Background: an optimization exercise with open tools, aiming at small area and a short achievable clock period. Do not read the settings as production practice. Where RTL was checked, it was by simulation tests only, not by an equivalence proof against the original. Power and IR drop assume default switching activity.

==> zinc: inputs <==
Design CPU, start of the top module:
module CPU(reset, clk, imem_addr, imem_data, mem_addr, mem_wdata, mem_rdata, mem_read, mem_write);
Settings: LEC_CHECK=0, CAP_MARGIN=20, CORE_MARGIN=2, CORE_UTILIZATION=40, SETUP_SLACK_MARGIN=5, SLEW_MARGIN=20, SYNTH_HIERARCHICAL=1; clock period 10.0 ns.
run.sh (not shown) runs the stock make flow with config.mk's settings and CLKGATE_MAP_FILE= SYNTH_SCRIPT=/design/flow/synth_recipe.tcl, a recipe that flattens the netlist after the stock synthesis.
==> delta: changes against zinc <==
==> flow/flow/run.sh (new file) <==
#!/bin/bash
# Standard ORFS layout, with timing repair aimed below the clock period:
# repair_timing works until the setup slack reaches SETUP_SLACK_MARGIN.
set -euo pipefail
bash standard.sh SETUP_SLACK_MARGIN=6.5 finish > standard_flow.log 2>&1
==> flow/standard.sh (new file) <==
#!/bin/bash
# synth_recipe.tcl (not shown) runs the flow's synth.tcl, then flattens the netlist and writes it again
# the make line also repeats each setting of config.mk as NAME=value (left out here)
make -C /OpenROAD-flow-scripts/flow DESIGN_CONFIG=/design/flow/config.mk WORK_HOME=/design/flow/orfs CLKGATE_MAP_FILE= SYNTH_SCRIPT=/design/flow/synth_recipe.tcl "${@:-finish}"
- SETUP_SLACK_MARGIN: 5 -> not set
removed: flow/run.sh
==> xenon: changes against zinc <==
--- a/flow/design.v
+++ b/flow/design.v
@@ -7,12 +7,14 @@
 input [31:0] mem_rdata;
 output mem_read;
 output mem_write;
 reg [31:0] PC;
 reg [31:0] ir;           
 reg [31:0] pc4_id;       
+reg [7:0]  rs_hi, rt_hi;  
+reg [3:0]  rs_lo, rt_lo;  
 reg [31:0] d1_ex;        
 reg [31:0] d2_ex;        
 reg [31:0] e_ex;         
 reg        fwdA_ex, fwdB_ex, fwdS_ex;
 reg        mrd_ex, mwr_ex, rw_ex, mv_ex, wv_ex, link_ex;
 reg [4:0]  wreg_ex;
@@ -38,14 +40,14 @@
     .lu_out(lu_out));
 wire [30:0] sel1, sel2;
 wire [31:0] rf1, rf2;
 genvar gj, gb;
 generate
     for (gj = 1; gj < 32; gj = gj + 1) begin : dec1
-        assign sel1[gj-1] = rvalid[gj] && (rs == gj);
-        assign sel2[gj-1] = rvalid[gj] && (rt == gj);
+        assign sel1[gj-1] = rvalid[gj] && rs_hi[gj/4] && rs_lo[gj%4];
+        assign sel2[gj-1] = rvalid[gj] && rt_hi[gj/4] && rt_lo[gj%4];
     end
     for (gb = 0; gb < 32; gb = gb + 1) begin : rdcol
         wire [30:0] col;
         for (gj = 1; gj < 32; gj = gj + 1) begin : c
             assign col[gj-1] = rf[gj][gb];
         end
@@ -81,15 +83,23 @@
     end
 endgenerate
 assign imem_addr = PC;
 always @(negedge reset or posedge clk)
     if (!reset) PC <= 32'h0;
     else PC <= PC_next;
+wire [31:0] ir_next = ifflush ? 32'h0 : imem_data;
 always @(negedge reset or posedge clk)
     if (!reset) ir <= 32'h0;
-    else ir <= ifflush ? 32'h0 : imem_data;
+    else ir <= ir_next;
+always @(negedge reset or posedge clk)
+    if (!reset) begin
+        rs_hi <= 8'h01; rs_lo <= 4'h1; rt_hi <= 8'h01; rt_lo <= 4'h1;
+    end else begin
+        rs_hi <= 8'h01 << ir_next[25:23]; rs_lo <= 4'h1 << ir_next[22:21];
+        rt_hi <= 8'h01 << ir_next[20:18]; rt_lo <= 4'h1 << ir_next[17:16];
+    end
 always @(posedge clk) pc4_id <= pc4_next;
 always @(posedge clk) begin
     d1_ex <= alusrc1 ? {27'h0, ir[10:6]} : (wbA ? outZ_mem : rf1);
     d2_ex <= alusrc2 ? lu_out : rt_val;
     e_ex  <= link ? pc4_id : rt_val;
     wreg_ex <= wreg;
==> comparison <==
Cell area, lowest first: xenon, zinc, delta.
Utilization: xenon is lower than delta (2.5 points).
Of xenon and zinc, xenon has the higher synthesized cell count (gap 0.37%, measured against zinc).
Hold slack: xenon < delta < zinc.
In xenon the first-iteration DRC count is smaller than in delta, by 16%.
Non-clock buffer count, highest first: delta, zinc, xenon.
Between delta and zinc, the lower combinational power is in zinc (gap 12%, measured against zinc).
Sequential power is about the same in delta and zinc.
The highest clock-buffer cell count belongs to zinc, the lowest to delta.
The highest sequential share of layout area belongs to xenon, the lowest to delta.
In flip-flop and latch count, delta and zinc do not differ.
==> figures <==
Run status: delta no timing/DRC/antenna violations; zinc no timing/DRC/antenna violations; xenon no timing/DRC/antenna violations
# clock sinks: delta 1312; zinc 1312; xenon 1336
Non-clk invs: delta 47; zinc 47; xenon 46
Clk_skew: delta 0.0383 ns; zinc 0.0474 ns; xenon 0.0479 ns
Top cell type's share of synthesized area: delta 47.7%; zinc 47.7%; xenon 47.2%
Reg area: delta 37000 um^2; zinc 36800 um^2; xenon 37400 um^2
Hold WS: delta 0.329 ns; zinc 0.330 ns; xenon 0.323 ns
Fin nets: delta 5359; zinc 5101; xenon 5076
Share of cells above drive strength 1: delta 26.8%; zinc 17.6%; xenon 16.4%
Internal power: delta 0.0123 W; zinc 0.0119 W; xenon 0.0120 W
Final antenna diode count: delta 18; zinc 10; xenon 2
Area enclosed by the die boundary: delta 159000 um^2; zinc 159000 um^2; xenon 161000 um^2
Portion of the clock cycle consumed by the worst path in the final layout: delta 51.2%; zinc 50.7%; xenon 51.0%
Maximum frequency from static timing analysis: delta 195 MHz; zinc 197 MHz; xenon 196 MHz
Detailed-route wire length per cell: delta 40.9 um; zinc 37.7 um; xenon 36.4 um
Worst reg2reg path endpoint: delta PC[16]$_DFF_PN0_; zinc PC[7]$_DFF_PN0_; xenon PC[4]$_DFF_PN0_
Synth Area in Compound Gates: delta 17.6%; zinc 17.6%; xenon 17.5%
Resized cells post-CTS: delta 481; zinc 76; xenon 15
Routability-driven placement congestion ratio: delta 0.964; zinc 0.984; xenon 0.964
Combinational share of power: delta 32.7%; zinc 30.6%; xenon 28.8%
Power dissipated by switching net loads: delta 0.00710 W; zinc 0.00668 W; xenon 0.00636 W
Clock network latency to the later pin of the worst-skew pair: delta 0.82 ns; zinc 0.82 ns; xenon 0.80 ns
Horiz. Die Dim: delta 399 um; zinc 399 um; xenon 401 um
Function was not checked in any run of this note: the RTL went through the layout flow alone.

========
==> v3: inputs <==
CPU, a different RTL version from the one above (not shown whole).
clock: 10.0 ns
lec_check: 0
cap_margin: 20
core_margin: 2
core_utilization: 40
setup_slack_margin: 5
slew_margin: 20
synth_hierarchical: 1
Stock flow here: none of the scripts above is used.
==> v18: changes against v3 <==
--- a/flow/design.v
+++ b/flow/design.v
@@ -1133,35 +1133,27 @@
 wire fwdA_d = !alusrc1 && mv_ex && ex_hit_rs;
 wire fwdB_d = !alusrc2 && mv_ex && ex_hit_rt;
 wire fwdS_d = is_sw && mv_ex && ex_hit_rt;
 wire mem_hit_rs = (wreg_mem == rs);
 wire mem_hit_rt = (wreg_mem == rt);
 wire wbA = !alusrc1 && wv_mem && mem_hit_rs;
 wire wbB = (!alusrc2 || is_sw) && wv_mem && mem_hit_rt && !(rw_ex && ex_hit_rs);
 wire [31:0] rt_val = wbB ? outZ_mem : rf2;
-wire eab, ezb, eaz;
-cpu_eq32 c0 (.x(rf1), .y(rf2), .e(eab));
-cpu_eq32 c1 (.x(outZ_mem), .y(rf2), .e(ezb));
-cpu_eq32 c2 (.x(rf1), .y(outZ_mem), .e(eaz));
-wire fa = mv_mem && mem_hit_rs;
-wire fb = mv_mem && mem_hit_rt;
-wire br_ok = is_branch && !undef && !exflush;
-wire [3:0] brsel = {br_ok && fa && fb, br_ok && !fa && fb, br_ok && fa && !fb, br_ok && !fa && !fb};
+wire taken;
+br_compare cmp (.a(rf1), .b(rf2), .z(outZ_mem), .fa(mv_mem && mem_hit_rs), .fb(mv_mem && mem_hit_rt), .eq(taken));
 wire [31:0] pc_other, pc_sum, pc4_next;
 next_pc npc (.pc(PC), .ir(ir), .rf1(rf1), .undef(undef), .exflush(exflush), .is_branch(is_branch),
     .is_jump(is_jump), .is_jr(is_jr), .pc_other(pc_other), .sum(pc_sum));
 assign pc4_next = pc_sum;
-wire [1:0] brt;
-br_taken bt0 (.sel(brsel), .eab(eab), .ezb(ezb), .eaz(eaz), .t(brt[0]));
-br_taken bt1 (.sel(brsel), .eab(eab), .ezb(ezb), .eaz(eaz), .t(brt[1]));
+wire brt = taken && is_branch && !undef && !exflush;
 wire [31:0] PC_next;
 generate
     for (gb = 0; gb < 32; gb = gb + 1) begin : pcm
-        cpu_mux2 m (.a0(pc_other[gb]), .a1(pc_sum[gb]), .s(brt[gb/16]), .y(PC_next[gb]));
+        cpu_mux2 m (.a0(pc_other[gb]), .a1(pc_sum[gb]), .s(brt), .y(PC_next[gb]));
     end
 endgenerate
 assign imem_addr = PC;
 always @(negedge reset or posedge clk)
     if (!reset) PC <= 32'h0;
     else PC <= PC_next;
 always @(negedge reset or posedge clk)
     if (!reset) ir <= 32'h0;
@@ -1292,21 +1284,25 @@
         6'h0e: begin add = 1'b0; log = 1'b1; lop = 2'd2; end
         6'h0a: begin add = 1'b0; slt = 1'b1; sub = 1'b1; end
         6'h0b: add = 1'b0;
         default: ;
         endcase
     end
 end
 endmodule
-module br_taken(sel, eab, ezb, eaz, t);
-input [3:0] sel;
-input eab, ezb, eaz;
-output t;
-assign t = (sel[0] & eab) | (sel[1] & ezb) | (sel[2] & eaz) | sel[3];
+module br_compare(a, b, z, fa, fb, eq);
+input [31:0] a, b, z;
+input fa, fb;
+output eq;
+wire eab, ezb, eaz;
+cpu_eq32 c0 (.x(a), .y(b), .e(eab));
+cpu_eq32 c1 (.x(z), .y(b), .e(ezb));
+cpu_eq32 c2 (.x(a), .y(z), .e(eaz));
+assign eq = fa ? (fb | ezb) : (fb ? eaz : eab);
 endmodule
 module cpu_eq32(x, y, e);
 input [31:0] x, y;
 output e;
 assign e = (x == y);
 endmodule
 module next_pc(pc, ir, rf1, undef, exflush, is_branch, is_jump, is_jr, pc_other, sum);
 input [31:0] pc, ir, rf1;
==> summary of the runs <==
- v18 finished clean. v3 completed with no timing, DRC or antenna violations.
- Between v18 and v3, the lower clock-buffer cell count is in v18 (gap 6).
- In via count, v18 and v3 hardly differ.
- Against v18, the synthesized cell count of v3 is lower by 0.95%.
- Global-route usage: v18 is lower than v3 (0.32 points).
- Against v18, the core utilization of v3 is higher by 0.21 points.
- Wire length is about the same in v3 and v18.
- In v18 the hold slack is lower than in v3, by 15 ps.
==> figures <==
Placed Instance Area: v18 70700 um2; v3 70300 um2
Slew @ Worst Pin: v18 1210 ps; v3 1110 ps
Worst setup slack for register-to-register paths: v18 5210 ps; v3 5110 ps
Total design power: v18 0.0194 W; v3 0.0193 W
Finished Core Util: v18 0.467; v3 0.469
Buf/Inv on CP: v18 2; v3 5
Number of stages on the worst setup path: v18 8; v3 15
Share of synthesized cell area in and, or, nand and nor gates: v18 0.0969; v3 0.0940
Clock latency at the later pin of the worst-skew pair: v18 830 ps; v3 820 ps
WP data arrival: v18 5560 ps; v3 5590 ps
Outcome: v18 complete, no violations; v3 complete, no violations
Data required time at the worst endpoint: v18 10720 ps; v3 10700 ps
Multi-input gate share of the layout cell area: v18 0.344; v3 0.341
Worst flop-to-flop path startpoint: v18 ir[26]; v3 ir[29]
Inverter count of the layout excluding clock inverters: v18 77; v3 78
Layout multi-input combinational cell count: v18 3224; v3 3194
Function was not checked in any run of this note: the RTL went through the layout flow alone.

========
==> wip/lagoon: inputs <==
Another version of the RTL of CPU (not shown whole).
Settings: LEC_CHECK=0, CAP_MARGIN=20, CORE_MARGIN=2, CORE_UTILIZATION=40, SLEW_MARGIN=20, SYNTH_HIERARCHICAL=1; clock period 10.0 ns.
standard.sh (not shown) runs the stock make flow with config.mk's settings and CLKGATE_MAP_FILE= SYNTH_SCRIPT=/design/flow/synth_recipe.tcl, a recipe that flattens the netlist after the stock synthesis.
==> flow/flow/run.sh <==
#!/bin/bash
# Layout: the standard ORFS flow (standard.sh), with
#  - timing repair aimed below the clock period (repair_timing runs until the setup
#    slack reaches SETUP_SLACK_MARGIN),
#  - plain buffers on the ports instead of the delay cells buffer_ports picks,
#  - clock tree synthesis without dummy loads.
# ORFS writes each step's full log under orfs/logs; make's own output goes to flow.log.
set -euo pipefail
bash standard.sh \
    SETUP_SLACK_MARGIN=6.5 \
    "BUFFER_PORTS_ARGS=-buffer_cell sky130_fd_sc_hd__buf_2" \
    "CTS_ARGS=-sink_clustering_enable -repair_clock_nets -dont_use_dummy_load -buf_list sky130_fd_sc_hd__clkbuf_16 -sink_clustering_size 20 -sink_clustering_max_diameter 100" \
    finish > flow.log 2>&1
==> inputs of wip/maple, as changes to wip/lagoon <==
--- a/flow/design.v
+++ b/flow/design.v
@@ -1105,17 +1105,17 @@
 wire [31:0] rf1, rf2;
 generate
     for (gb = 0; gb < 32; gb = gb + 1) begin : byp
         cx_mx2i m1 (.a0(rf1n_id[gb]), .a1(wdatan_wb[gb]), .s(hit1_id), .y(rf1[gb]));
         cx_mx2i m2 (.a0(rf2n_id[gb]), .a1(wdatan_wb[gb]), .s(hit2_id), .y(rf2[gb]));
     end
 endgenerate
 wire loaduse = !sw_id && mrd_ex && (exh_rs || exh_rt);
-wire special = rw_ex && (br_id || jr_id) && (wreg_ex != 5'd0) && (exh_rs || exh_rt);
+wire special = mv_ex && (br_id || jr_id) && (exh_rs || exh_rt);    
 wire exflush = loaduse || special;
 assign ifflush = br_id || jmp_id || jr_id || exflush;
 wire fwdA_d = nas1_id && mv_ex && exh_rs;
 wire fwdB_d = !as2_id && mv_ex && exh_rt;
 wire fwdS_d = sw_id && mv_ex && exh_rt;
 wire wbA = nas1_id && wv_mem && memh_rs;
 wire wbB = !nbs_id && wv_mem && memh_rt && !(rw_ex && exh_rs);
 wire [31:0] rt_val = wbB ? outZ_mem : rf2;
==> flow/flow/run.sh (replaced) <==
#!/bin/bash
# Layout: the standard ORFS flow (standard.sh), with
#  - timing repair aimed below the clock period (repair_timing runs until the setup
#    slack reaches SETUP_SLACK_MARGIN),
#  - plain buffers on the ports instead of the delay cells buffer_ports picks,
#  - clock tree synthesis without dummy loads, with larger leaf clusters and only the
#    largest clock buffer, which needs fewer buffers in all.
# ORFS writes each step's full log under orfs/logs; make's own output goes to flow.log.
set -euo pipefail
bash standard.sh \
    SETUP_SLACK_MARGIN=6.5 \
    "BUFFER_PORTS_ARGS=-buffer_cell sky130_fd_sc_hd__buf_2" \
    "CTS_ARGS=-sink_clustering_enable -repair_clock_nets -dont_use_dummy_load -buf_list sky130_fd_sc_hd__clkbuf_16 -sink_clustering_size 20 -sink_clustering_max_diameter 100" \
    finish > flow.log 2>&1
==> flow/config.mk (replaced) <==
export PLATFORM = sky130hd
export DESIGN_NAME = CPU
export DESIGN_NICKNAME = CPU
export VERILOG_FILES = /design/flow/design.v
export SDC_FILE = /design/flow/constraint.sdc
export NUM_CORES = 8
export LEC_CHECK = 0
export CAP_MARGIN = 5
export CORE_MARGIN = 2
export CORE_UTILIZATION = 40
export SLEW_MARGIN = 5
export SYNTH_HIERARCHICAL = 1
==> notes.md <==
|  | wip/maple | wip/lagoon |
|---|---|---|
| GRT met2 Usage | 45.37% | 47.34% |
| Setup repair after global routing missed its margin | yes | no |
| Outcome | complete, but fails checks | no timing/DRC/antenna violations |
| Reasons for failing layout checks | antenna rules | - |
| Length of routed met3 wiring | 39.06 mm | 34.64 mm |
| Fraction of standard cell area in multi-input logic | 36.48% | 36.51% |
| Met1 Resource Use GR | 39.42% | 39.88% |
| Cells on worst reg2reg path | 6 | 10 |
| Vias in the first global route | 48.61k | 48.91k |
| Total of plain and repair buffers excluding clock buffers | 348 | 340 |
| Number of instances in the synthesized netlist | 4981 | 4983 |
| Fraction of standard cell area that is sequential | 52.96% | 53.07% |
| Synthesized cell area | 66220 µm² | 66260 µm² |
| Post-route cell area | 73900 µm² | 73790 µm² |
| Placed standard-cell area | 70710 µm² | 70620 µm² |
| Antenna violations before repair | 15 | 12 |
| Number of detailed-routing iterations run before antenna repair | 13 | 12 |
| Synthesized area per cell | 13.30 µm² | 13.30 µm² |
| Fraction of final layout cells with drive strength greater than 1 | 17.93% | 18.01% |
| Number of nets with antenna violations after detailed routing | 1 | 0 |
| Slew headroom | 14.33% | 11.98% |
| Cell-internal power | 10.21 mW | 10.16 mW |
| Metal-1 WL | 97.79 mm | 98.98 mm |
| Worst setup path startpoint | imem_data[20] | imem_data[19] |
| Vertical die dimension | 410.9 µm | 411.0 µm |

[port drivers added, routing unchanged]
The results above use ideal ports. As a check the final layouts listed here were re-extracted and re-timed, cells and wires unchanged.
Step 1 (the two cells are an assumption about what drives the block):
set clk [get_ports {clk}]
set_driving_cell -lib_cell sky130_fd_sc_hd__clkbuf_16 $clk
set_driving_cell -lib_cell sky130_fd_sc_hd__buf_2 [delete_from_list [all_inputs] $clk]
Step 2, shift: input delay + t, output delay - t, t = (earliest + latest rising clock arrival at the registers) / 2. This alone moves slack from input paths to output paths.
a / b / c = ideal / step 1 / step 2; a / b = the first two.
| run | t (ns) | setup slack, ns | worst setup path at the end | clock arrival spread, ns | worst register clock-pin slew, ns |
|---|---|---|---|---|---|
| zinc | 0.885 | 4.927 / 4.927 / 4.927 | register to register | 0.049 / 0.049 | 0.07 / 0.07 |
| delta | 0.894 | 4.880 / 4.880 / 4.880 | register to register | 0.038 / 0.038 | 0.07 / 0.07 |
| xenon | 0.853 | 4.896 / 4.896 / 4.896 | register to register | 0.050 / 0.049 | 0.07 / 0.07 |
| v3 | 0.886 | 5.112 / 5.112 / 4.593 | input to register | 0.031 / 0.030 | 0.07 / 0.07 |
| v18 | 0.891 | 5.159 / 5.203 / 4.313 | input to register | 0.061 / 0.061 | 0.07 / 0.07 |
| wip/lagoon | 0.786 | 6.464 / 6.418 / 5.632 | input to register | 0.088 / 0.088 | 0.10 / 0.10 |
| wip/maple | 0.780 | 6.470 / 6.392 / 5.612 | input to register | 0.086 / 0.086 | 0.10 / 0.10 |
For wip/maple, which loses most, drivers alone change the setup slack by -0.078 ns; drivers and shift together by -0.858 ns.
